This design comes from an exercise in tuning for small area, a short achievable clock period and few clock cycles on the open sky130 flow, not from production work.
The RTL was checked by simulation tests, not by an equivalence proof against the original design.

## flow/design.v (module list and top-level ports; edited modules follow where they fit)
// module SNN: 1636 lines
module SNN(
	clk,
	rst_n,
	in_valid,
	img,
	ker,
	weight,
	out_valid,
	out_data
);
  // ...
==> flow/flow/run.sh <==
#!/bin/bash
# The standard layout with one netlist pass between synthesis and floorplan:
# flow/invopt.py folds away the inverters that Yosys's full-adder extraction
# leaves between full adder cells (a full adder is self-dual, so adders are
# flipped to need fewer inverters). Registers and all other cells are kept.
# Each tool writes its full output to its own log in this folder.
set -euo pipefail
R=orfs/results/${FLOW_PLATFORM}/SNN/base
bash standard.sh synth > synth.log 2>&1
cp "$R/1_2_yosys.v" 1_2_yosys.before_invopt.v
python3 flow/invopt.py "$R/1_2_yosys.v" > invopt.log 2>&1
rm -f "$R/1_synth.odb" "$R/1_synth.sdc"
# repair aims at a setup slack of 10 ns (the clock period is unchanged)
bash standard.sh finish SETUP_SLACK_MARGIN=10 > layout.log 2>&1
==> flow/flow/invopt.py <==
#!/usr/bin/env python3
"""Removes the inverters that Yosys's full-adder extraction leaves between
full adder cells. A full adder is self-dual (FA(~a,~b,~c) = ~FA(a,b,c) on
both outputs), so each full adder may be flipped: its inputs and outputs
change polarity. Flips are chosen by local search to minimise the number of
signals whose complement is needed; then every inverter is rebuilt, one per
signal that needs its complement. Registers and all other cells are kept.
usage: invopt.py netlist.v  (rewrites the file in place)"""
import re, sys

path = sys.argv[1]
src = open(path).read()
m = re.search(r'^(.*?\bmodule\s+\S+\s*\(.*?\);)(.*)(\bendmodule\b.*)$', src, re.S)
head, body, tail = m.group(1), m.group(2), m.group(3)

OUTS = {'X', 'Y', 'Q', 'Q_N', 'SUM', 'COUT', 'HI', 'LO'}
stmts = [s for s in body.split(';')]
decls, insts, others = [], [], []
inst_re = re.compile(r'^\s*(sky130_fd_sc_hd__\w+)\s+(\S+)\s*\((.*)\)\s*$', re.S)
pin_re = re.compile(r'\.(\w+)\s*\(\s*(.*?)\s*\)\s*(?:,|$)', re.S)
for s in stmts:
    t = re.sub(r'\(\*.*?\*\)', '', s).strip()
    if not t:
        continue
    mi = inst_re.match(t)
    if mi:
        pins = [(p, n.strip()) for p, n in pin_re.findall(mi.group(3))]
        insts.append([mi.group(1), mi.group(2), pins])
    elif re.match(r'^(input|output|inout|wire|reg)\b', t):
        decls.append(t)
    else:
        others.append(t)

# nets referenced outside cell pins (ports, assigns) stay as they are
port_nets = set()
for d in decls:
    if d.startswith('output') or d.startswith('input'):
        pass
fixed_text = ' '.join(others)

driver = {}
for idx, (typ, name, pins) in enumerate(insts):
    for p, n in pins:
        if p in OUTS:
            driver[n] = (idx, p)

def is_inv(idx):
    return insts[idx][0].startswith('sky130_fd_sc_hd__inv_')

out_ports = set()
for d in decls:
    mo = re.match(r'^output\s+(?:\[(\d+):(\d+)\]\s*)?(\S+)', d)
    if mo:
        if mo.group(1):
            for b in range(int(mo.group(2)), int(mo.group(1)) + 1):
                out_ports.add(f'{mo.group(3)}[{b}]')
        else:
            out_ports.add(mo.group(3))

def keep_inv(idx):
    y = dict(insts[idx][2])['Y']
    return y in out_ports or y in fixed_text

def root(n):
    """(root net, parity) following removable inverters"""
    par = 0
    seen = 0
    while n in driver and is_inv(driver[n][0]) and not keep_inv(driver[n][0]) and seen < 100:
        n = dict(insts[driver[n][0]][2])['A']
        par ^= 1
        seen += 1
    return n, par

# consumers: (inst idx, pin, root, parity)
cons = []
for idx, (typ, name, pins) in enumerate(insts):
    if is_inv(idx) and not keep_inv(idx):
        continue
    for p, n in pins:
        if p in OUTS:
            continue
        r, par = root(n)
        cons.append([idx, p, r, par])

fa = [i for i, (t, _, _) in enumerate(insts) if t.startswith('sky130_fd_sc_hd__fa_')]
fa_set = set(fa)
flip = {i: 0 for i in fa}

def drv_flip(r):
    d = driver.get(r)
    if d and d[0] in fa_set:
        return flip[d[0]]
    return 0

by_root = {}
for c in cons:
    by_root.setdefault(c[2], []).append(c)
def need_comp(r):
    f = drv_flip(r)
    for idx, p, rr, par in by_root[r]:
        e = par ^ f ^ (flip[idx] if idx in fa_set else 0)
        if e:
            return 1
    return 0
def cost_around(i):
    roots = set()
    for p, n in insts[i][2]:
        if p in OUTS:
            roots.add(n)
        else:
            roots.add(root(n)[0])
    return sum(need_comp(r) for r in roots if r in by_root), roots

before = sum(need_comp(r) for r in by_root)
improved = True
rounds = 0
while improved and rounds < 50:
    improved = False
    rounds += 1
    for i in fa:
        c0, roots = cost_around(i)
        flip[i] ^= 1
        c1 = sum(need_comp(r) for r in roots if r in by_root)
        if c1 < c0:
            improved = True
        else:
            flip[i] ^= 1
after = sum(need_comp(r) for r in by_root)

# rebuild: remove removable inverters, one new inverter per root needing its complement
comp_net = {}
new_insts = []
k = 0
for r in sorted(by_root):
    if need_comp(r):
        k += 1
        nn = f'_invopt_n{k}_'
        comp_net[r] = nn
        new_insts.append(['sky130_fd_sc_hd__inv_1', f'_invopt_{k}_', [('A', r), ('Y', nn)]])
newpins = {}
for idx, p, r, par in cons:
    e = par ^ drv_flip(r) ^ (flip[idx] if idx in fa_set else 0)
    newpins[(idx, p)] = comp_net[r] if e else r
out = []
for idx, (typ, name, pins) in enumerate(insts):
    if is_inv(idx) and not keep_inv(idx):
        continue
    ps = [(p, newpins.get((idx, p), n)) for p, n in pins]
    out.append([typ, name, ps])
out += new_insts

def net(n):
    return n + ' ' if n.startswith('\\') else n
lines = [head]
for d in decls:
    lines.append('  ' + d + ' ;')
for d in new_insts:
    lines.append(f'  wire {d[2][1][1]};')
for typ, name, ps in out:
    conn = ',\n    '.join(f'.{p}({net(n)})' for p, n in ps)
    lines.append(f'  {typ} {net(name)}(\n    {conn}\n  );')
for o in others:
    lines.append('  ' + o + ' ;')
lines.append(tail)
open(path, 'w').write('\n'.join(lines) + ('\n' if not tail.endswith('\n') else ''))
ninv = sum(1 for i in range(len(insts)) if is_inv(i))
print(f'invopt: {ninv} inverters before, {len(new_insts)} after '
      f'({sum(1 for i in range(len(insts)) if is_inv(i) and keep_inv(i))} kept on ports); '
      f'{sum(flip.values())} of {len(fa)} full adders flipped; {rounds} rounds')
==> flow/standard.sh <==
#!/bin/bash
# synth_recipe.tcl (not shown) runs the flow's synth.tcl, then flattens the netlist and writes it again
# the make line also repeats each setting of config.mk as NAME=value (left out here)
make -C /OpenROAD-flow-scripts/flow DESIGN_CONFIG=/design/flow/config.mk WORK_HOME=/design/flow/orfs CLKGATE_MAP_FILE= SYNTH_SCRIPT=/design/flow/synth_recipe.tcl "${@:-finish}"
==> flow/config.mk <==
export PLATFORM = sky130hd
export DESIGN_NAME = SNN
export DESIGN_NICKNAME = SNN
export VERILOG_FILES = /design/flow/design.v
export SDC_FILE = /design/flow/constraint.sdc
export NUM_CORES = 4
export LEC_CHECK = 0
export CAP_MARGIN = 50
export CORE_MARGIN = 2
export CORE_UTILIZATION = 40
export SLEW_MARGIN = 70
==> flow/constraint.sdc <==
create_clock -name core_clock -period 15.0 [get_ports {clk}]
set_input_delay 3.0000 -clock core_clock [delete_from_list [all_inputs] [get_ports {clk}]]
set_output_delay 3.0000 -clock core_clock [all_outputs]
set_load 0.01 [all_outputs]
==> qor.yml, run 1 <==
cts:
  root_buffer: "clkbuf_16"
  clkTransAtPathRegs_ns: 0.06
  clock_latency_ns: 0.63
  cts-htree-levels: 3
layout:
  largestClassByArea: "multi-input gates"
  largest_register: "lb"
  multi_input_area_share_pct: 55.9
place:
  numPortBuffers: 37
  dpl-instance-area_um2: 39200
  dp.cells: 4157
  place_ws_ns: 9.68
route:
  dr.pass1.iters: 5
  dr.max_layer_used: "met4"
  via_count: 21500
  wl_met2_mm: 42.7
  wl_met1_mm: 40.6
worst_setup_path:
  critPathKind: "flop to flop"
  end_kind: "flop"
  path_max_fanout: 5
  cp_cell_sequence: "buf_4, and2_1, fa_1, inv_1, fa_1, fa_1, inv_1, fa_1, fa_1, ha_4, and3_4, a41o_1, or4_4, a311o_1, a21oi_2, xnor2_1"
  cp.arrival_ns: 5.43
  cp_num_cells: 16
  r2r_setup_slack_ns: 10.09
  startpoint: "pbm[4]"
timing:
  rsz0062_at_grt: "true"
  skew_ns: 0.0346
  max_freq_ghz: 0.204
  tightest_slew_ns: 0.421
grt:
  first_global_vias: 23500
  grt_overflow: 0
  use_met3_pct: 3.61
die:
  die_h_um: 308
  num_rows: 111
  core_region_area_um2: 91500
run_status:
  outcome: "timing/DRC/antenna clean"
Testbench counts, summed over its fixed seeds: cycles 24,648.
==> run 2: changes to the inputs <==
--- a/flow/flow/run.sh
+++ b/flow/flow/run.sh
@@ -12,3 +12,3 @@
 rm -f "$R/1_synth.odb" "$R/1_synth.sdc"
-# repair aims at a setup slack of 10 ns (the clock period is unchanged)
-bash standard.sh finish SETUP_SLACK_MARGIN=10 > layout.log 2>&1
+# repair aims at a setup slack of 10.5 ns (the clock period is unchanged)
+bash standard.sh finish SETUP_SLACK_MARGIN=10.5 > layout.log 2>&1
--- a/flow/flow/invopt.py
+++ b/flow/flow/invopt.py
@@ -94,2 +94,15 @@
 
+# simple gates that have a complementary cell with the same inputs: a root
+# driven by one whose consumers all want the complement is swapped instead
+SWAP = {}
+for a, b in [('and2_1', 'nand2_1'), ('or2_1', 'nor2_1'), ('xor2_1', 'xnor2_1'),
+             ('and3_1', 'nand3_1'), ('or3_1', 'nor3_1'), ('a21o_1', 'a21oi_1'),
+             ('o21a_1', 'o21ai_1'), ('a22o_1', 'a22oi_1'), ('o22a_1', 'o22ai_1'),
+             ('a31o_1', 'a31oi_1'), ('a211o_1', 'a211oi_1'), ('o211a_1', 'o211ai_1')]:
+    SWAP['sky130_fd_sc_hd__' + a] = ('sky130_fd_sc_hd__' + b, 'X', 'Y')
+    SWAP['sky130_fd_sc_hd__' + b] = ('sky130_fd_sc_hd__' + a, 'Y', 'X')
+def swappable(r):
+    d = driver.get(r)
+    return d is not None and insts[d[0]][0] in SWAP and r not in out_ports and r not in fixed_text
+
 by_root = {}
@@ -97,9 +110,14 @@
     by_root.setdefault(c[2], []).append(c)
+def comp_state(r):
+    """0: no consumer wants the complement, 1: some do (an inverter), 2: all
+    do and the driver can be swapped for its complement instead"""
+    f = drv_flip(r)
+    es = [par ^ f ^ (flip[idx] if idx in fa_set else 0) for idx, p, rr, par in by_root[r]]
+    if not any(es):
+        return 0
+    if all(es) and swappable(r):
+        return 2
+    return 1
 def need_comp(r):
-    f = drv_flip(r)
-    for idx, p, rr, par in by_root[r]:
-        e = par ^ f ^ (flip[idx] if idx in fa_set else 0)
-        if e:
-            return 1
-    return 0
+    return 1 if comp_state(r) == 1 else 0
 def cost_around(i):
@@ -114,15 +132,33 @@
 before = sum(need_comp(r) for r in by_root)
-improved = True
-rounds = 0
-while improved and rounds < 50:
-    improved = False
-    rounds += 1
+def descend():
+    rounds = 0
+    improved = True
+    while improved and rounds < 50:
+        improved = False
+        rounds += 1
+        for i in fa:
+            c0, roots = cost_around(i)
+            flip[i] ^= 1
+            c1 = sum(need_comp(r) for r in roots if r in by_root)
+            if c1 < c0:
+                improved = True
+            else:
+                flip[i] ^= 1
+    return rounds
+import random
+rng = random.Random(1)
+rounds = descend()
+best = (sum(need_comp(r) for r in by_root), dict(flip))
+for trial in range(300):
+    # perturb the best solution and descend again
     for i in fa:
-        c0, roots = cost_around(i)
+        flip[i] = best[1][i]
+    for i in rng.sample(fa, max(1, len(fa) // 10)):
         flip[i] ^= 1
-        c1 = sum(need_comp(r) for r in roots if r in by_root)
-        if c1 < c0:
-            improved = True
-        else:
-            flip[i] ^= 1
+    descend()
+    c = sum(need_comp(r) for r in by_root)
+    if c < best[0]:
+        best = (c, dict(flip))
+for i in fa:
+    flip[i] = best[1][i]
 after = sum(need_comp(r) for r in by_root)
@@ -132,5 +168,9 @@
 new_insts = []
+swapped = set()
 k = 0
 for r in sorted(by_root):
-    if need_comp(r):
+    if comp_state(r) == 2:
+        swapped.add(r)
+        comp_net[r] = r
+    elif need_comp(r):
         k += 1
@@ -148,2 +188,7 @@
     ps = [(p, newpins.get((idx, p), n)) for p, n in pins]
+    outnets = [n for p, n in pins if p in OUTS]
+    if outnets and outnets[0] in swapped:
+        ntyp, po, pn = SWAP[typ]
+        typ = ntyp
+        ps = [(pn if p == po else p, n) for p, n in ps]
     out.append([typ, name, ps])
@@ -168,2 +213,2 @@
       f'({sum(1 for i in range(len(insts)) if is_inv(i) and keep_inv(i))} kept on ports); '
-      f'{sum(flip.values())} of {len(fa)} full adders flipped; {rounds} rounds')
+      f'{sum(flip.values())} of {len(fa)} full adders flipped; {len(swapped)} gates swapped')
==> run 2 against run 1 <==
  * Still clean on timing, DRC and antenna
  * Sequential share of layout area fell by 0.36 points
  * Area after synthesis fell by 0.69%
  * Non-clock buffer count rose by 56
  * Sequential cell count did not move
  * Critical path type unchanged
==> qor.yml, run 2 <==
grt:
  grt_overflow: 0  # unchanged
  first_global_vias: 24400  # was 23500
  antenna_found_initial: 1  # was 5
  grt_pass1_wl_mm: 145  # was 141 mm
  grt_max_degree: 45  # unchanged
  grtUsageTotal_pct: 20.4  # was 19.8%
worst_setup_path:
  setup.worst_path.start_class: "flop"  # unchanged
  cp.arrival_ns: 5.46  # was 5.43 ns
  worstPathRequired_ns: 15.56  # was 15.52 ns
  cp_cell_sequence: "and2_4, fa_1, fa_1, fa_1, fa_1, fa_1, ha_4, nor3_4, o21ai_2, and3_4, a41o_1, or4_4, a311o_1, a21oi_2, xnor2_1"  # was buf_4, and2_1, fa_1, inv_1, fa_1, fa_1, inv_1, fa_1, fa_1, ha_4, and3_4, a41o_1, or4_4, a311o_1, a21oi_2, xnor2_1
  critical_path.most_common_cell: "fa_1"  # unchanged
  critPathMaxStageDelay_ns: 0.52  # was 0.54 ns
  end_kind: "flop"  # unchanged
  critPathKind: "flop to flop"  # unchanged
  cp_slowest_cell: "fa_1"  # unchanged
  path_max_fanout: 4  # was 5
timing:
  rsz0062_at_grt: "true"  # unchanged
  hold_viol_final: 0  # unchanged
  fin_tns_setup_ns: 0  # unchanged
  finalCritPeriodShare_pct: 32.7  # about the same
  setup_viol: 0  # unchanged
  layout_min_cycle_time_ns: 4.90  # was 4.91 ns
  drv_slew: 0  # unchanged
  max_freq_ghz: 0.204  # about the same
  skew_ns: 0.0288  # was 0.0346 ns
  slew_headroom_pct: 69.2  # was 71.3%
  whs_ns: 0.321  # was 0.320 ns
  tightest_slew_ns: 0.459  # was 0.421 ns
yosys:
  synth_cells: 2826  # was 2951
  synth_area_um2: 36700  # was 36900 µm²
  syn_area_per_cell_um2: 13.0  # was 12.5 µm²
  yosys_warnings: 5  # unchanged
  syn_nets: 3703  # was 3828
route:
  drtIter0Drc: 1413  # was 1244
  ant_nets: 0  # unchanged
  via_count: 21900  # was 21500
  wire_per_inst_um: 22.3  # was 21.0 µm
  routed_wirelength_mm: 94.3  # was 90.5 mm
  via_per_inst: 5.18  # was 5.00
  drc_errors: 0  # unchanged
  dr.pass1.iters: 5  # unchanged
layout:
  final_common_cell: "fa_1"  # unchanged
  antenna_cells: 0  # was 2
  drive_gt1_share_pct: 16.4  # was 11.2%
  final-instance-count-excl-fill: 4229  # was 4308
  reg_top3: "lb: 80 flops, k: 72 flops"  # unchanged
  largest_register: "lb"  # unchanged
  fin_nets: 3869  # was 3945
  mostFrequentLayoutCells: "580 x fa_1, 447 x and2_1, 251 x dfxtp_1"  # was 594 x fa_1, 381 x and2_1, 264 x dfxtp_1
  largest_reg_flops: 80  # unchanged
  syn_to_final_growth_pct: 16.3  # was 13.9%
place:
  dp.cells: 4027  # was 4157
  numPortBuffers: 37  # unchanged
  post-dp-hpwl_mm: 71.6  # was 69.5 mm
  gp_congestion: 0.889  # was 0.859
cts:
  cts_buffer_depth: 3  # unchanged
  clock_latency_ns: 0.65  # was 0.63 ns
  clkTransAtPathRegs_ns: 0.06  # about the same
  cts-htree-levels: 2  # was 3
  cts_tree: "yes"  # unchanged
  cts_inserted_buffers: 59  # was 66
  cts_sinks: 541  # unchanged
  root_buffer: "clkbuf_16"  # unchanged
die:
  io_pins: 38  # unchanged
  die_x_um: 307  # was 308 µm
  core_region_area_um2: 91200  # was 91500 µm²
  die_h_um: 307  # was 308 µm
  num_rows: 111  # unchanged
  initial_core_util_pct: 40.2  # was 40.3%
  die_area_um2: 94100  # was 94700 µm²
min_path:
  hp-class: "flop to flop"  # unchanged
job:
  drv_cap: 0  # unchanged
run_status:
  outcome: "timing/DRC/antenna clean"  # unchanged
## run 2: critical path: cells and delay by family (launching register included)
| kind | cells | cell delay (ns) |
|---|---|---|
| AO/OA/AOI/OAI | 4 | 0.77 |
| XOR/XNOR | 1 | 0.12 |
| adder cells (fa/ha/maj) | 6 | 2.60 |
| flip-flops | 1 | 0.36 |
| AND/OR/NAND/NOR | 4 | 1.00 |
## run 2: area by class of cell
class                           instances  area (µm²)
Clock buffer                           76        1670
Clock inverter                         36         394
Fill cell                            7995       48600
Inverter                              125         489
Multi-Input combinational cell       2112       24300
Sequential cell                       541       13000
Tap cell                             1186        1480
Timing Repair Buffer                  153        1320
## run 2: repair_timing
action | 4_1_cts | 5_1_grt
setup buffers | 62 | 22
pin swaps | 57 | 86
hold buffers | 0 | 0
hold endpoints to repair | 0 | 0
gates resized for setup | 121 | 78
setup endpoints to repair | 47 | 34
## run 2: final timing paths
check,cells after the start,start,end,slack (ns)
min in group asynchronous,1,rst_n,out_data[7],2.19
max in group asynchronous,2,rst_n,col1[0],12.42
worst min-delay path,0,lb[8][1],lb[9][1],0.32
worst max-delay path,15,pbm[1],s2[17],10.10
worst max register to register,15,pbm[1],s2[17],10.10
worst min register to register,0,lb[8][1],lb[9][1],0.32
## run 2: per-stage QoR
| step | util, % | cell area (µm²) | setup WS, ns |
|---|---|---|---|
| 3_5_place_dp | 42.8 | 39000 | 9.77 |
| 3_3_place_gp | 42.2 | 38500 | 9.74 |
| 2_1_floorplan | - | 36800 | 10.15 |
| 4_1_cts | 46.1 | 42000 | 10.09 |
| 5_1_grt | 46.7 | 42600 | 9.91 |
| 6_report | 46.7 | 42600 | 10.10 |
## run 2: metal layers
layer | vias to the layer above | routed length, µm | global-route usage (%)
met4 | 0 | 2840 | 6.14
met1 | 11500 | 40100 | 27.0
met2 | 623 | 44800 | 33.4
met3 | 153 | 6640 | 4.74
met5 | - | 0 | 0
li1 | 9649 | - | -
==> run 3: changes to the inputs <==
--- a/flow/flow/run.sh
+++ b/flow/flow/run.sh
@@ -12,3 +12,3 @@
 rm -f "$R/1_synth.odb" "$R/1_synth.sdc"
-# repair aims at a setup slack of 10.5 ns (the clock period is unchanged)
-bash standard.sh finish SETUP_SLACK_MARGIN=10.5 > layout.log 2>&1
+# repair aims at a setup slack of 10 ns (the clock period is unchanged)
+bash standard.sh finish SETUP_SLACK_MARGIN=10 > layout.log 2>&1
==> run 3 against run 2 <==
  * Via count decreased by 1.7%
  * Critical endpoint unchanged
  * Area after synthesis unchanged
  * First-iteration DRC count decreased by 16%
  * Still clean on timing, DRC and antenna
  * Core utilization decreased by 0.96 points
==> qor.yml, run 3 <==
grt:
  first_global_vias: 24100  # was 24400
  grtUsageTotal_pct: 20.2  # was 20.4%
  grt_max_degree: 45  # unchanged
  antenna_found_initial: 4  # was 1
  grt_pass1_wl_mm: 144  # was 145 mm
  grt_overflow: 0  # unchanged
timing:
  tightest_slew_ns: 0.461  # was 0.459 ns
  finalCritPeriodShare_pct: 33.3  # was 32.7%
  max_freq_ghz: 0.200  # was 0.204 GHz
  drv_slew: 0  # unchanged
  fin_tns_setup_ns: 0  # unchanged
  hold_viol_final: 0  # unchanged
  slew_headroom_pct: 69.2  # about the same
  setup_ws_ns: 10.00  # was 10.10 ns
  skew_ns: 0.0508  # was 0.0288 ns
  rsz0062_at_grt: "true"  # unchanged
  setup_viol: 0  # unchanged
  layout_min_cycle_time_ns: 5.00  # was 4.90 ns
worst_setup_path:
  path_max_fanout: 3  # was 4
  setup.worst_path.start_class: "flop"  # unchanged
  r2r_cells: 14  # was 15
  reg2reg_from: "tm1a[5]"  # was pbm[1]
  critPathKind: "flop to flop"  # unchanged
  worstPathRequired_ns: 15.57  # was 15.56 ns
  timing.rr.end: "s2[17]"  # unchanged
  end_kind: "flop"  # unchanged
  cp.arrival_ns: 5.57  # was 5.46 ns
  r2r_setup_slack_ns: 10.00  # was 10.10 ns
die:
  die_area_um2: 94100  # unchanged
  core_region_area_um2: 91200  # unchanged
  io_pins: 38  # unchanged
  die_h_um: 307  # unchanged
  initial_core_util_pct: 40.2  # unchanged
  die_x_um: 307  # unchanged
  num_rows: 111  # unchanged
cts:
  clkTransAtPathRegs_ns: 0.06  # about the same
  cts_sinks: 541  # unchanged
  cts_inserted_buffers: 61  # was 59
  cts_tree: "yes"  # unchanged
  cts_buffer_depth: 3  # unchanged
  cts-htree-levels: 2  # unchanged
  root_buffer: "clkbuf_16"  # unchanged
  clock_latency_ns: 0.65  # about the same
run_status:
  outcome: "timing/DRC/antenna clean"  # unchanged
layout:
  syn_to_final_growth_pct: 13.9  # was 16.3%
  fin_nets: 3821  # was 3869
  n_fill_cell: 7965  # was 7995
  largest_register: "lb"  # unchanged
  mostFrequentLayoutCells: "593 x fa_1, 464 x and2_1, 261 x dfxtp_1"  # was 580 x fa_1, 447 x and2_1, 251 x dfxtp_1
  drive_gt1_share_pct: 11.5  # was 16.4%
  largest_reg_flops: 80  # unchanged
  final_common_cell: "fa_1"  # unchanged
  final-instance-count-excl-fill: 4185  # was 4229
  reg_top3: "lb: 80 flops, k: 72 flops"  # unchanged
route:
  routed_wirelength_mm: 91.9  # was 94.3 mm
  wire_per_inst_um: 22.0  # was 22.3 µm
  drc_errors: 0  # unchanged
  dr.pass1.iters: 5  # unchanged
  via_per_inst: 5.15  # was 5.18
  drtIter0Drc: 1190  # was 1413
  ant_nets: 0  # unchanged
  via_count: 21500  # was 21900
min_path:
  hp-class: "flop to flop"  # unchanged
  whs_endpoint: "lb[1][5]"  # was lb[9][1]
  min_from: "lb[0][5]"  # was lb[8][1]
  hold_depth: 0  # unchanged
yosys:
  synth_cells: 2826  # unchanged
  syn_area_per_cell_um2: 13.0  # unchanged
  yosys_warnings: 5  # unchanged
  syn_nets: 3703  # unchanged
  synth_area_um2: 36700  # unchanged
place:
  dp.cells: 4033  # was 4027
  post-dp-hpwl_mm: 71.5  # was 71.6 mm
  place_ws_ns: 9.67  # was 9.77 ns
  numPortBuffers: 37  # unchanged
  gp_congestion: 0.859  # was 0.889
job:
  drv_cap: 0  # unchanged
[run 3: critical path: stages, from the launching register on]
cell      delay, ns
dfxtp_1        0.31
fa_1           0.56
fa_1           0.46
fa_1           0.51
fa_1           0.54
fa_1           0.41
ha_1           0.35
o21ai_0        0.16
nand2b_1       0.09
and3_4         0.19
a41o_1         0.25
or4_4          0.51
a311o_1        0.30
a21oi_2        0.14
xnor2_1        0.14
[run 3: area by class of cell]
| cell class | count | area, µm² | share of cell area, % |
|---|---|---|---|
| clock buffers | 77 | 1700 | 4.07 |
| clock inverters | 38 | 458 | 1.10 |
| flip-flops and latches | 541 | 13000 | 31.0 |
| repair buffers | 103 | 946 | 2.26 |
| multi-input cells | 2112 | 23700 | 56.8 |
| diodes | 3 | 7.51 | 0.0180 |
| well taps | 1186 | 1480 | 3.55 |
| inverters | 125 | 492 | 1.18 |
[run 3: worst max-delay path by stage]
stage / startpoint / endpoint / slack [ns] / depth (start not counted)
global placement: cv[17] / pbm[6] / 9.50 / 15
floorplan: pbm[0] / s2[17] / 10.01 / 16
finish: tm1a[5] / s2[17] / 10.00 / 14
global route: kw7[5] / s2[17] / 9.84 / 15
CTS: kw7[6] / s2[17] / 9.99 / 15
detailed placement: pbm[1] / s2[17] / 9.67 / 15
[run 3: through the flow]
stage | hold slack [ns] | util (%) | area [µm²]
floorplan | 0.310 | - | 36700
global placement | 0.310 | 42.1 | 38400
detailed placement | 0.312 | 42.8 | 39100
CTS | 0.316 | 45.3 | 41300
global route | 0.316 | 45.8 | 41800
finish | 0.316 | 45.8 | 41800
[run 3: repair_timing]
item | 4_1_cts | 5_1_grt
setup buffers | 4 | 27
hold buffers | 0 | 0
gates resized for setup | 30 | 32
pin swaps | 3 | 15
endpoints found under the setup margin | 11 | 13
[run 3: routing by layer]
| metal | routed length, µm | track usage [%] | up-vias | share of wire, % |
|---|---|---|---|---|
| met4 | 3620 | 7.59 | 0 | 3.9 |
| met5 | 0 | 0 | - | 0 |
| li1 | - | - | 9556 | - |
| met1 | 40000 | 27.1 | 11200 | 43 |
| met3 | 5400 | 3.76 | 198 | 5.9 |
| met2 | 43000 | 32.5 | 595 | 47 |
==> run 4: changes to the inputs <==
--- a/flow/config.mk
+++ b/flow/config.mk
@@ -9,3 +9,3 @@
 export CORE_MARGIN = 2
-export CORE_UTILIZATION = 40
+export CORE_UTILIZATION = 60
 export SLEW_MARGIN = 70
==> run 4 against run 3 <==
  * First-iteration DRC count up 15%
  * Global-route usage increased by 10 points
  * Sequential cell count did not move
  * Setup slack gained 0.020 ns
  * Core utilization up 22 points
  * Highest routed layer is now met5
  * Critical path type unchanged
  * Via count up 0.16%
  * Register-to-register slack improved by 0.02 ns
  * Synthesized cell count stayed put
==> qor.yml, run 4 <==
worst_setup_path:
  crit_buf_inv: 1  # was 0
  startpoint: "pbm[1]"  # was tm1a[5]
  critPathKind: "flop to flop"  # unchanged
  cp.arrival_ns: 5.52  # was 5.57 ns
  r2r_cells: 16  # was 14
  setup.worst_path.start_class: "flop"  # unchanged
  reg2reg_from: "pbm[1]"  # was tm1a[5]
  cp_num_cells: 16  # was 14
  critical_path.most_common_cell: "fa_1"  # unchanged
  path_max_fanout: 5  # was 3
  r2r_setup_slack_ns: 10.02  # was 10.00 ns
  crit_family: "adder cells"  # unchanged
  worstPathRequired_ns: 15.54  # was 15.57 ns
  cp_slowest_cell: "fa_1"  # unchanged
  cp_cell_sequence: "and2_4, fa_1, fa_1, fa_1, fa_1, fa_1, ha_4, nor3_4, o21ai_2, and3_4, a41o_1, or4_4, buf_4, a31o_2, a21oi_2, xnor2_1"  # was fa_1, fa_1, fa_1, fa_1, fa_1, ha_1, o21ai_0, nand2b_1, and3_4, a41o_1, or4_4, a311o_1, a21oi_2, xnor2_1
  crit_end: "s2[15]"  # was s2[17]
  timing.rr.end: "s2[15]"  # was s2[17]
  critPathMaxStageDelay_ns: 0.53  # was 0.56 ns
  end_kind: "flop"  # unchanged
timing:
  finalCritPeriodShare_pct: 33.2  # was 33.3%
  rsz0062_at_grt: "true"  # unchanged
  whs_ns: 0.322  # was 0.316 ns
  hold_viol_final: 0  # unchanged
  skew_ns: 0.0657  # was 0.0508 ns
  fin_tns_setup_ns: 0  # unchanged
  layout_min_cycle_time_ns: 4.98  # was 5.00 ns
  tightest_slew_ns: 0.460  # was 0.461 ns
  slew_headroom_pct: 69.3  # was 69.2%
  max_freq_ghz: 0.201  # was 0.200 GHz
  setup_viol: 0  # unchanged
  drv_slew: 0  # unchanged
layout:
  final-instance-count-excl-fill: 3754  # was 4185
  largest_register: "lb"  # unchanged
  largest_reg_flops: 80  # unchanged
  utilization_pct: 67.8  # was 45.8%
  reg_top3: "lb: 80 flops, k: 72 flops"  # unchanged
  antenna_cells: 0  # was 3
  syn_to_final_growth_pct: 11.6  # was 13.9%
  mostFrequentLayoutCells: "594 x fa_1, 465 x and2_1, 261 x dfxtp_1"  # was 593 x fa_1, 464 x and2_1, 261 x dfxtp_1
  drive_gt1_share_pct: 10.9  # was 11.5%
  fin_nets: 3799  # was 3821
  final_common_cell: "fa_1"  # unchanged
route:
  dr.pass1.iters: 5  # unchanged
  drc_errors: 0  # unchanged
  wire_per_inst_um: 24.3  # was 22.0 µm
  drtIter0Drc: 1363  # was 1190
  via_count: 21600  # was 21500
  via_per_inst: 5.75  # was 5.15
  routed_wirelength_mm: 91.3  # was 91.9 mm
  ant_nets: 0  # unchanged
yosys:
  synth_area_um2: 36700  # unchanged
  syn_area_per_cell_um2: 13.0  # unchanged
  yosys_warnings: 5  # unchanged
  syn_nets: 3703  # unchanged
  synth_cells: 2826  # unchanged
cts:
  cts_inserted_buffers: 58  # was 61
  cts_sinks: 541  # unchanged
  root_buffer: "clkbuf_16"  # unchanged
  cts_hold_buffers: 0  # unchanged
  cts-htree-levels: 2  # unchanged
  clkTransAtPathRegs_ns: 0.06  # about the same
  clock_latency_ns: 0.66  # was 0.65 ns
  cts_buffer_depth: 3  # unchanged
  cts_tree: "yes"  # unchanged
grt:
  grt_max_degree: 44  # was 45
  grtUsageTotal_pct: 30.5  # was 20.2%
  grt_busiest_layer: "met2"  # unchanged
  first_global_vias: 24300  # was 24100
  use_met1_pct: 42.2  # was 27.1%
  antenna_found_initial: 8  # was 4
  grt_overflow: 0  # unchanged
  grt_util_met2_pct: 50.3  # was 32.5%
  grt_pass1_wl_mm: 144  # about the same
  use_met3_pct: 4.61  # was 3.76%
die:
  num_rows: 90  # was 111
  initial_core_util_pct: 60.7  # was 40.2%
  io_pins: 38  # unchanged
  die_x_um: 251  # was 307 µm
  die_area_um2: 63100  # was 94100 µm²
  core_region_area_um2: 60400  # was 91200 µm²
  die_h_um: 251  # was 307 µm
min_path:
  hp-class: "flop to flop"  # unchanged
place:
  numPortBuffers: 37  # unchanged
  dp.cells: 3619  # was 4033
  gp_congestion: 0.904  # was 0.859
  post-dp-hpwl_mm: 71.0  # was 71.5 mm
job:
  drv_cap: 0  # unchanged
run_status:
  outcome: "timing/DRC/antenna clean"  # unchanged
==> run 4: routing by layer <==
layer / vias to the layer above / wire length (µm)
met5: - / 45
met1: 11200 / 39300
met2: 622 / 43900
met4: 6 / 2880
met3: 174 / 5160
li1: 9524 / -
==> run 4: what timing repair did <==
item                                    in CTS  in global routing
pin swaps                                   17                 15
buffers inserted                            12                  9
endpoints found under the setup margin      10                 11
gates resized for setup                     40                 18
==> run 4: worst min path at each step <==
| stage | startpoint | to | slack [ns] | cells past startpoint |
|---|---|---|---|---|
| 2_1_floorplan | cd5 | cd6 | 0.31 | 0 |
| 3_3_place_gp | lb[8][5] | lb[9][5] | 0.31 | 0 |
| 3_5_place_dp | lb[8][4] | lb[9][4] | 0.31 | 0 |
| 4_1_cts | lb[6][0] | lb[7][0] | 0.32 | 0 |
| 5_1_grt | lb[0][2] | lb[1][2] | 0.33 | 0 |
| 6_report | lb[6][0] | lb[7][0] | 0.32 | 0 |
==> run 4: metrics by stage <==
step                cell area, µm²  setup WS [ns]
floorplan                    36700          10.01
global placement             37900           9.37
detailed placement           38400           9.47
CTS                          40600           9.99
global route                 40900           9.90
finish                       40900          10.02
==> run 4: layout make-up <==
type | count | area [µm²]
multi-input cells | 2112 | 23700
flip-flops and latches | 541 | 12900
clock buffers | 79 | 1660
fillers | 4395 | 19400
clock inverters | 31 | 373
well taps | 782 | 978
inverters | 125 | 477
repair buffers | 84 | 769
==> run 5: changes to the inputs <==
--- a/flow/config.mk
+++ b/flow/config.mk
@@ -10,2 +10,3 @@
 export CORE_UTILIZATION = 60
+export CTS_BUF_LIST = sky130_fd_sc_hd__clkbuf_8
 export SLEW_MARGIN = 70
==> run 5 against run 4 <==
  * Still clean
  * Final area is essentially flat
  * Critical path type unchanged
  * Hold slack got worse by 0.0020 ns
  * Largest cell class unchanged
  * Register-to-register slack improved by 0.03 ns
  * Setup slack gained 0.028 ns
==> qor.yml, run 5 <==
worst_setup_path:
  end_kind: "flop"  # unchanged
  worstPathRequired_ns: 15.62  # was 15.54 ns
  timing.rr.end: "s2[17]"  # was s2[15]
  cp.arrival_ns: 5.57  # was 5.52 ns
  path_max_fanout: 8  # was 5
  critPathMaxStageDelay_ns: 0.53  # about the same
  r2r_setup_slack_ns: 10.05  # was 10.02 ns
  crit_family: "adder cells"  # unchanged
  r2r_cells: 15  # was 16
  crit_buf_inv: 0  # was 1
  reg2reg_from: "kw7[6]"  # was pbm[1]
  setup.worst_path.start_class: "flop"  # unchanged
  cp_num_cells: 15  # was 16
  critPathKind: "flop to flop"  # unchanged
  cp_cell_sequence: "and2_4, fa_1, fa_1, fa_1, fa_1, fa_1, ha_4, nor3_4, o21ai_2, and3_4, a41o_1, or4_4, a311o_1, a21oi_2, xnor2_1"  # was and2_4, fa_1, fa_1, fa_1, fa_1, fa_1, ha_4, nor3_4, o21ai_2, and3_4, a41o_1, or4_4, buf_4, a31o_2, a21oi_2, xnor2_1
  critical_path.most_common_cell: "fa_1"  # unchanged
  cp_slowest_cell: "fa_1"  # unchanged
place:
  post-dp-hpwl_mm: 71.0  # unchanged
  place_ws_ns: 9.47  # unchanged
  dpl-instance-area_um2: 38400  # unchanged
  numPortBuffers: 37  # unchanged
  gp_congestion: 0.904  # unchanged
  dp.cells: 3619  # unchanged
yosys:
  synth_cells: 2826  # unchanged
  syn_area_per_cell_um2: 13.0  # unchanged
  syn_nets: 3703  # unchanged
  yosys_warnings: 5  # unchanged
  synth_area_um2: 36700  # unchanged
grt:
  first_global_vias: 24500  # was 24300
  grtUsageTotal_pct: 30.7  # was 30.5%
  grt_overflow: 0  # unchanged
  grt_pass1_wl_mm: 144  # about the same
  grt_max_degree: 44  # unchanged
  antenna_found_initial: 6  # was 8
timing:
  max_freq_ghz: 0.202  # was 0.201 GHz
  finalCritPeriodShare_pct: 33.0  # was 33.2%
  tightest_slew_ns: 0.487  # was 0.460 ns
  slew_headroom_pct: 67.5  # was 69.3%
  layout_min_cycle_time_ns: 4.95  # was 4.98 ns
  rsz0062_at_grt: "true"  # unchanged
  fin_tns_setup_ns: 0  # unchanged
  skew_ns: 0.0438  # was 0.0657 ns
  setup_ws_ns: 10.05  # was 10.02 ns
  drv_slew: 0  # unchanged
  hold_viol_final: 0  # unchanged
  setup_viol: 0  # unchanged
cts:
  cts_sinks: 541  # unchanged
  clock_latency_ns: 0.71  # was 0.66 ns
  cts-htree-levels: 3  # was 2
  clkTransAtPathRegs_ns: 0.07  # was 0.06 ns
  cts_tree: "yes"  # unchanged
  cts_inserted_buffers: 91  # was 58
  root_buffer: "clkbuf_8"  # was clkbuf_16
  cts_buffer_depth: 3  # unchanged
layout:
  final_common_cell: "fa_1"  # unchanged
  design_area_um2: 41000  # was 40900 µm²
  final-instance-count-excl-fill: 3814  # was 3754
  n_fill_cell: 4431  # was 4395
  largest_register: "lb"  # unchanged
  reg_top3: "lb: 80 flops, k: 72 flops"  # unchanged
  fin_nets: 3829  # was 3799
  syn_to_final_growth_pct: 11.7  # was 11.6%
  drive_gt1_share_pct: 12.2  # was 10.9%
  mostFrequentLayoutCells: "594 x fa_1, 466 x and2_1, 261 x dfxtp_1"  # was 594 x fa_1, 465 x and2_1, 261 x dfxtp_1
  largest_reg_flops: 80  # unchanged
route:
  via_per_inst: 5.72  # was 5.75
  drtIter0Drc: 1444  # was 1363
  drc_errors: 0  # unchanged
  dr.pass1.iters: 5  # unchanged
  ant_nets: 0  # unchanged
  via_count: 21800  # was 21600
  routed_wirelength_mm: 91.8  # was 91.3 mm
  wire_per_inst_um: 24.1  # was 24.3 µm
min_path:
  hold_depth: 0  # unchanged
  whs_endpoint: "lb[9][4]"  # was lb[7][0]
  hp-class: "flop to flop"  # unchanged
  min_from: "lb[8][4]"  # was lb[6][0]
die:
  core_region_area_um2: 60400  # unchanged
  die_h_um: 251  # unchanged
  die_area_um2: 63100  # unchanged
  initial_core_util_pct: 60.7  # unchanged
  num_rows: 90  # unchanged
  io_pins: 38  # unchanged
  die_x_um: 251  # unchanged
run_status:
  outcome: "timing/DRC/antenna clean"  # unchanged
job:
  drv_cap: 0  # unchanged
## run 5: per-stage QoR
stage	util, %	hold WS [ns]
after detailed placement	63.6	0.312
after CTS	67.4	0.309
after floorplan	-	0.310
after global routing	67.8	0.321
after global placement	62.8	0.310
final	67.8	0.320
## run 5: final cells by class
class | count | area, µm² | share of cell area [%]
diodes | 2 | 5.00 | 0.0122
clock buffers | 106 | 1460 | 3.56
clock inverters | 65 | 657 | 1.60
inverters | 125 | 477 | 1.16
multi-input cells | 2112 | 23700 | 57.8
flip-flops and latches | 541 | 12900 | 31.6
well taps | 782 | 978 | 2.39
repair buffers | 81 | 749 | 1.83
## run 5: worst reg2reg max path, stage by stage, from the launching register on
cell     delay (ns)
dfxtp_4        0.38
and2_4         0.16
fa_1           0.53
fa_1           0.44
fa_1           0.53
fa_1           0.43
fa_1           0.50
ha_4           0.20
nor3_4         0.15
o21ai_2        0.09
and3_4         0.19
a41o_1         0.22
or4_4          0.43
a311o_1        0.30
a21oi_2        0.15
xnor2_1        0.14
## run 5: worst max path at each step
stage / slack, ns / end / startpoint
after detailed placement: 9.47 / s2[17] / pbm[1]
after floorplan: 10.01 / s2[17] / pbm[0]
after global routing: 9.92 / s2[17] / kw7[2]
after global placement: 9.37 / pbm[6] / cv[17]
final: 10.05 / s2[17] / kw7[6]
after CTS: 10.0 / s2[17] / kw7[6]
## run 5: what timing repair did
item / CTS / global route
gates resized for setup: 39 / 16
buffers inserted: 8 / 11
hold buffers: 0 / 0
pin swaps: 14 / 11
endpoints found under the setup margin: 10 / 13
## run 5: per-layer routing
metal	part of all wire (%)	vias to the layer above	GRT usage [%]	wire (µm)
met3	6.1	195	5.50	5640
met4	3.5	2	10.6	3250
met5	0.014	-	0	13
li1	-	9600	-	-
met1	43	11300	42.3	39300
met2	47	706	49.5	43500
==> run 6: changes to the inputs <==
--- a/flow/config.mk
+++ b/flow/config.mk
@@ -10,3 +10,5 @@
 export CORE_UTILIZATION = 60
-export CTS_BUF_LIST = sky130_fd_sc_hd__clkbuf_8
+export CTS_BUF_LIST = sky130_fd_sc_hd__clkbuf_16
+export CTS_CLUSTER_DIAMETER = 70
+export CTS_CLUSTER_SIZE = 32
 export SLEW_MARGIN = 70
==> run 6 against run 5 <==
  * Still clean
  * Synthesized cell count unchanged
  * Register-to-register slack about the same
  * Sequential cell count unchanged
  * Critical path type unchanged
  * Maximum frequency up 0.15%
  * Wire length down 1.2%
==> qor.yml, run 6 <==
layout:
  reg_top3: "lb: 80 flops, k: 72 flops"  # unchanged
  final_common_cell: "fa_1"  # unchanged
  largest_register: "lb"  # unchanged
  drive_gt1_share_pct: 10.9  # was 12.2%
  n_fill_cell: 4415  # was 4431
  fin_nets: 3792  # was 3829
  mostFrequentLayoutCells: "592 x fa_1, 463 x and2_1, 261 x dfxtp_1"  # was 594 x fa_1, 466 x and2_1, 261 x dfxtp_1
  final-instance-count-excl-fill: 3730  # was 3814
  largest_reg_flops: 80  # unchanged
  syn_to_final_growth_pct: 10.7  # was 11.7%
worst_setup_path:
  cp.arrival_ns: 5.47  # was 5.57 ns
  critical_path.most_common_cell: "fa_1"  # unchanged
  setup.worst_path.start_class: "flop"  # unchanged
  worstPathRequired_ns: 15.52  # was 15.62 ns
  critPathMaxStageDelay_ns: 0.57  # was 0.53 ns
  end_kind: "flop"  # unchanged
  path_max_fanout: 5  # was 8
  critPathKind: "flop to flop"  # unchanged
  cp_slowest_cell: "fa_1"  # unchanged
  cp_cell_sequence: "buf_12, and2_4, fa_1, fa_1, fa_1, fa_1, fa_1, ha_4, a21o_1, or3_4, a31o_4, nand3_4, nand3_4, a31o_4, a21oi_2, xnor2_1"  # was and2_4, fa_1, fa_1, fa_1, fa_1, fa_1, ha_4, nor3_4, o21ai_2, and3_4, a41o_1, or4_4, a311o_1, a21oi_2, xnor2_1
yosys:
  synth_area_um2: 36700  # unchanged
  syn_area_per_cell_um2: 13.0  # unchanged
  yosys_warnings: 5  # unchanged
  synth_cells: 2826  # unchanged
  syn_nets: 3703  # unchanged
die:
  die_area_um2: 63100  # unchanged
  die_x_um: 251  # unchanged
  die_h_um: 251  # unchanged
  num_rows: 90  # unchanged
  initial_core_util_pct: 60.7  # unchanged
  io_pins: 38  # unchanged
  core_region_area_um2: 60400  # unchanged
grt:
  grt_max_degree: 44  # unchanged
  grt_overflow: 0  # unchanged
  grt_pass1_wl_mm: 143  # was 144 mm
  first_global_vias: 24100  # was 24500
  grtUsageTotal_pct: 30.3  # was 30.7%
  antenna_found_initial: 5  # was 6
timing:
  slew_headroom_pct: 70.1  # was 67.5%
  hold_viol_final: 0  # unchanged
  drv_slew: 0  # unchanged
  fin_tns_setup_ns: 0  # unchanged
  finalCritPeriodShare_pct: 32.9  # was 33.0%
  setup_viol: 0  # unchanged
  setup_ws_ns: 10.06  # was 10.05 ns
  rsz0062_at_grt: "true"  # unchanged
  tightest_slew_ns: 0.449  # was 0.487 ns
  layout_min_cycle_time_ns: 4.94  # was 4.95 ns
  max_freq_ghz: 0.202  # about the same
  skew_ns: 0.0489  # was 0.0438 ns
route:
  wire_per_inst_um: 24.3  # was 24.1 µm
  via_count: 21600  # was 21800
  drc_errors: 0  # unchanged
  ant_nets: 0  # unchanged
  drtIter0Drc: 1400  # was 1444
  dr.pass1.iters: 5  # unchanged
  routed_wirelength_mm: 90.7  # was 91.8 mm
  via_per_inst: 5.79  # was 5.72
place:
  place_ws_ns: 9.47  # unchanged
  gp_congestion: 0.904  # unchanged
  post-dp-hpwl_mm: 71.0  # unchanged
  dp.cells: 3619  # unchanged
  numPortBuffers: 37  # unchanged
min_path:
  hp-class: "flop to flop"  # unchanged
cts:
  clkTransAtPathRegs_ns: 0.11  # was 0.07 ns
  clock_latency_ns: 0.62  # was 0.71 ns
  cts_sinks: 541  # unchanged
  root_buffer: "clkbuf_16"  # was clkbuf_8
  cts-htree-levels: 2  # was 3
  cts_buffer_depth: 3  # unchanged
  cts_tree: "yes"  # unchanged
  cts_inserted_buffers: 38  # was 91
job:
  drv_cap: 0  # unchanged
run_status:
  outcome: "timing/DRC/antenna clean"  # unchanged
==> run 6: worst paths after layout <==
check	start	end	slack (ns)	cells after the start
min in group asynchronous	rst_n	col1[2]	2.29	1
min reg2reg	lb[5][6]	lb[6][6]	0.32	0
max in group asynchronous	rst_n	v6	12.40	1
min	lb[5][6]	lb[6][6]	0.32	0
max	kw7[6]	s2[18]	10.06	16
max reg2reg	kw7[6]	s2[18]	10.06	16
==> run 6: critical path: cells and delay by family, from the launching register on <==
family,cells,cell delay [ns]
XOR/XNOR,1,0.12
AND/OR/NAND/NOR,4,0.65
flip-flops,1,0.38
AO/OA/AOI/OAI,4,0.82
adder cells (fa/ha/maj),6,2.74
buffers and inverters,1,0.13
==> run 6: repair_timing <==
item                                    CTS  global route
resized for setup                        44            28
endpoints found under the setup margin   11            15
hold buffers                              0             0
gates cloned                              0             0
buffers inserted                         18            17
pin swaps                                23            29
hold endpoints to repair                  0             0
==> run 6: metal layers <==
layer | up-vias | global-route usage, % | routed length (µm)
li1 | 9498 | - | -
met5 | - | 0 | 39
met3 | 184 | 4.96 | 5380
met4 | 6 | 8.42 | 2850
met2 | 658 | 49.9 | 43400
met1 | 11300 | 42.0 | 39000
==> run 6: per-stage QoR <==
stage               area [µm²]  hold WS [ns]  util, %
floorplan                36700         0.310        -
global placement         37900         0.310     62.8
detailed placement       38400         0.312     63.6
CTS                      40200         0.324     66.5
global route             40600         0.320     67.2
finish                   40600         0.324     67.2
==> run 6: area by class of cell <==
class,instances,area [µm²],share of cell area (%)
multi-input combinational,2112,23800,58.6
sequential,541,12900,31.9
tap,782,978,2.41
clock buffer,39,976,2.41
timing repair buffer,97,886,2.18
clock inverter,31,504,1.24
inverter,125,484,1.19
antenna,3,7.51,0.0185
==> run 7: changes to the inputs <==
--- a/flow/config.mk
+++ b/flow/config.mk
@@ -11,4 +11,4 @@
 export CTS_BUF_LIST = sky130_fd_sc_hd__clkbuf_16
-export CTS_CLUSTER_DIAMETER = 70
-export CTS_CLUSTER_SIZE = 32
+export CTS_CLUSTER_DIAMETER = 60
+export CTS_CLUSTER_SIZE = 24
 export SLEW_MARGIN = 70
==> run 7 against run 6 <==
  * Critical path type unchanged
  * Synthesized cell count stayed put
  * Die area stayed put
  * Final area is 0.45% higher
  * Critical endpoint is now s2[15]
  * Wire length hardly changed
==> qor.yml, run 7 <==
die:
  die_area_um2: 63100  # unchanged
  io_pins: 38  # unchanged
  die_x_um: 251  # unchanged
  core_region_area_um2: 60400  # unchanged
  die_h_um: 251  # unchanged
  initial_core_util_pct: 60.7  # unchanged
  num_rows: 90  # unchanged
place:
  numPortBuffers: 37  # unchanged
  post-dp-hpwl_mm: 71.0  # unchanged
  place_ws_ns: 9.47  # unchanged
  dpl-instance-area_um2: 38400  # unchanged
  gp_congestion: 0.904  # unchanged
  dp.cells: 3619  # unchanged
worst_setup_path:
  reg2reg_from: "pbm[1]"  # was kw7[6]
  crit_family: "adder cells"  # unchanged
  setup.worst_path.start_class: "flop"  # unchanged
  cp.arrival_ns: 5.47  # about the same
  cp_slowest_cell: "fa_2"  # was fa_1
  end_kind: "flop"  # unchanged
  worstPathRequired_ns: 15.53  # was 15.52 ns
  critical_path.most_common_cell: "fa_1"  # unchanged
  cp_cell_sequence: "buf_6, and2_4, fa_2, fa_1, fa_2, fa_1, fa_1, ha_4, buf_4, a41o_1, or4_4, buf_4, a31o_2, a21oi_2, xnor2_1"  # was buf_12, and2_4, fa_1, fa_1, fa_1, fa_1, fa_1, ha_4, a21o_1, or3_4, a31o_4, nand3_4, nand3_4, a31o_4, a21oi_2, xnor2_1
  crit_buf_inv: 3  # was 1
  critPathKind: "flop to flop"  # unchanged
  path_max_fanout: 5  # unchanged
  startpoint: "pbm[1]"  # was kw7[6]
  critPathMaxStageDelay_ns: 0.60  # was 0.57 ns
timing:
  slew_headroom_pct: 69.1  # was 70.1%
  hold_viol_final: 0  # unchanged
  setup_ws_ns: 10.06  # about the same
  setup_viol: 0  # unchanged
  skew_ns: 0.0602  # was 0.0489 ns
  drv_slew: 0  # unchanged
  fin_tns_setup_ns: 0  # unchanged
  whs_ns: 0.318  # was 0.324 ns
  rsz0062_at_grt: "true"  # unchanged
  layout_min_cycle_time_ns: 4.94  # about the same
  tightest_slew_ns: 0.463  # was 0.449 ns
  finalCritPeriodShare_pct: 32.9  # about the same
  max_freq_ghz: 0.202  # about the same
route:
  via_count: 21600  # about the same
  dr.pass1.iters: 7  # was 5
  ant_nets: 0  # unchanged
  wire_per_inst_um: 24.2  # was 24.3 µm
  via_per_inst: 5.77  # was 5.79
  routed_wirelength_mm: 90.7  # about the same
  drtIter0Drc: 1410  # was 1400
  drc_errors: 0  # unchanged
layout:
  n_fill_cell: 4430  # was 4415
  fin_nets: 3805  # was 3792
  reg_top3: "lb: 80 flops, k: 72 flops"  # unchanged
  final_common_cell: "fa_1"  # unchanged
  design_area_um2: 40700  # was 40600 µm²
  largest_reg_flops: 80  # unchanged
  syn_to_final_growth_pct: 11.2  # was 10.7%
  drive_gt1_share_pct: 11.4  # was 10.9%
  final-instance-count-excl-fill: 3751  # was 3730
  mostFrequentLayoutCells: "589 x fa_1, 464 x and2_1, 261 x dfxtp_1"  # was 592 x fa_1, 463 x and2_1, 261 x dfxtp_1
  largest_register: "lb"  # unchanged
grt:
  first_global_vias: 24100  # about the same
  grt_overflow: 0  # unchanged
  grt_max_degree: 44  # unchanged
  grt_pass1_wl_mm: 142  # was 143 mm
  grtUsageTotal_pct: 30.2  # was 30.3%
  antenna_found_initial: 6  # was 5
cts:
  root_buffer: "clkbuf_16"  # unchanged
  clock_latency_ns: 0.65  # was 0.62 ns
  cts_sinks: 541  # unchanged
  cts_hold_buffers: 0  # unchanged
  clkTransAtPathRegs_ns: 0.09  # was 0.11 ns
  cts_inserted_buffers: 43  # was 38
  cts_buffer_depth: 3  # unchanged
  cts-htree-levels: 2  # unchanged
  cts_tree: "yes"  # unchanged
yosys:
  syn_nets: 3703  # unchanged
  synth_area_um2: 36700  # unchanged
  synth_cells: 2826  # unchanged
  yosys_warnings: 5  # unchanged
  syn_area_per_cell_um2: 13.0  # unchanged
min_path:
  hp-class: "flop to flop"  # unchanged
  min_from: "lb[6][5]"  # was lb[5][6]
run_status:
  outcome: "timing/DRC/antenna clean"  # unchanged
job:
  drv_cap: 0  # unchanged
-- run 7: layout make-up --
class	count	area (µm²)	area share, %
Clock buffer	43	1080	2.64
Timing Repair Buffer	105	931	2.28
Inverter	125	488	1.20
Antenna cell	6	15.0	0.0368
Multi-Input combinational cell	2112	23800	58.3
Tap cell	782	978	2.40
Clock inverter	37	531	1.30
Sequential cell	541	13000	31.8
-- run 7: layer usage --
layer,part of all wire (%),vias to the layer above,GRT usage (%)
li1,-,9532,-
met1,44,11300,42.1
met2,48,599,49.7
met3,5.4,168,4.66
met4,2.8,4,8.28
met5,0.030,-,0
-- run 7: metrics by stage --
stage               util (%)
finish                  67.5
global route            67.5
global placement        62.8
floorplan                  -
CTS                     66.7
detailed placement      63.6
-- run 7: final timing paths --
kind                            endpoint  slack [ns]  depth (start not counted)
worst max-delay path              s2[15]       10.06                         15
worst min-delay path            lb[7][5]        0.32                          0
min in group asynchronous             v2        2.26                          1
worst max register to register    s2[15]       10.06                         15
worst min register to register  lb[7][5]        0.32                          0
max in group asynchronous             v6       12.39                          1
-- run 7: timing repair --
| item | 4_1_cts | 5_1_grt |
|---|---|---|
| cloned | 0 | 0 |
| gates resized for setup | 41 | 39 |
| buffers inserted | 15 | 27 |
| pin swaps | 21 | 28 |
| endpoints found under the setup margin | 11 | 18 |
-- run 7: worst reg2reg max path, cell delays in order, from the launching register on --
cell     delay, ns
dfxtp_4       0.37
buf_6         0.12
and2_4        0.15
fa_2          0.54
fa_1          0.46
fa_2          0.60
fa_1          0.41
fa_1          0.54
ha_4          0.21
buf_4         0.14
a41o_1        0.25
or4_4         0.42
buf_4         0.16
a31o_2        0.23
a21oi_2       0.13
xnor2_1       0.12

==> static timing again, ports no longer ideal <==
How much do the figures lean on ideal ports? The routed layouts below were timed once more, with nothing changed but the port constraints.
Step 1: set_driving_cell puts a clkbuf_16 on clk and a buf_2 on each other input, an assumption about the parent block.
Step 2 also shifts input and output timing later by t, the mid clock arrival at the registers, as if the neighbouring blocks saw the same clock.
a / b / c = ideal / step 1 / step 2; a / b = the first two.
run	t (ns)	setup WS [ns]	worst setup path after step 2	clock arrival spread, ns	pins driven straight from the clock port
run 1	0.678	10.089 / 10.089 / 10.089	register to register	0.042 / 0.042	1
run 2	0.703	10.099 / 10.099 / 10.099	register to register	0.038 / 0.038	1
run 3	0.690	10.002 / 10.002 / 10.002	register to register	0.051 / 0.051	1
run 4	0.694	10.023 / 10.023 / 10.023	register to register	0.066 / 0.066	1
run 5	0.750	10.050 / 10.050 / 10.050	register to register	0.047 / 0.047	1
run 6	0.659	10.058 / 10.058 / 10.058	register to register	0.049 / 0.049	1
run 7	0.680	10.058 / 10.058 / 10.058	register to register	0.062 / 0.063	1
After both steps setup and hold are still met in every run listed.
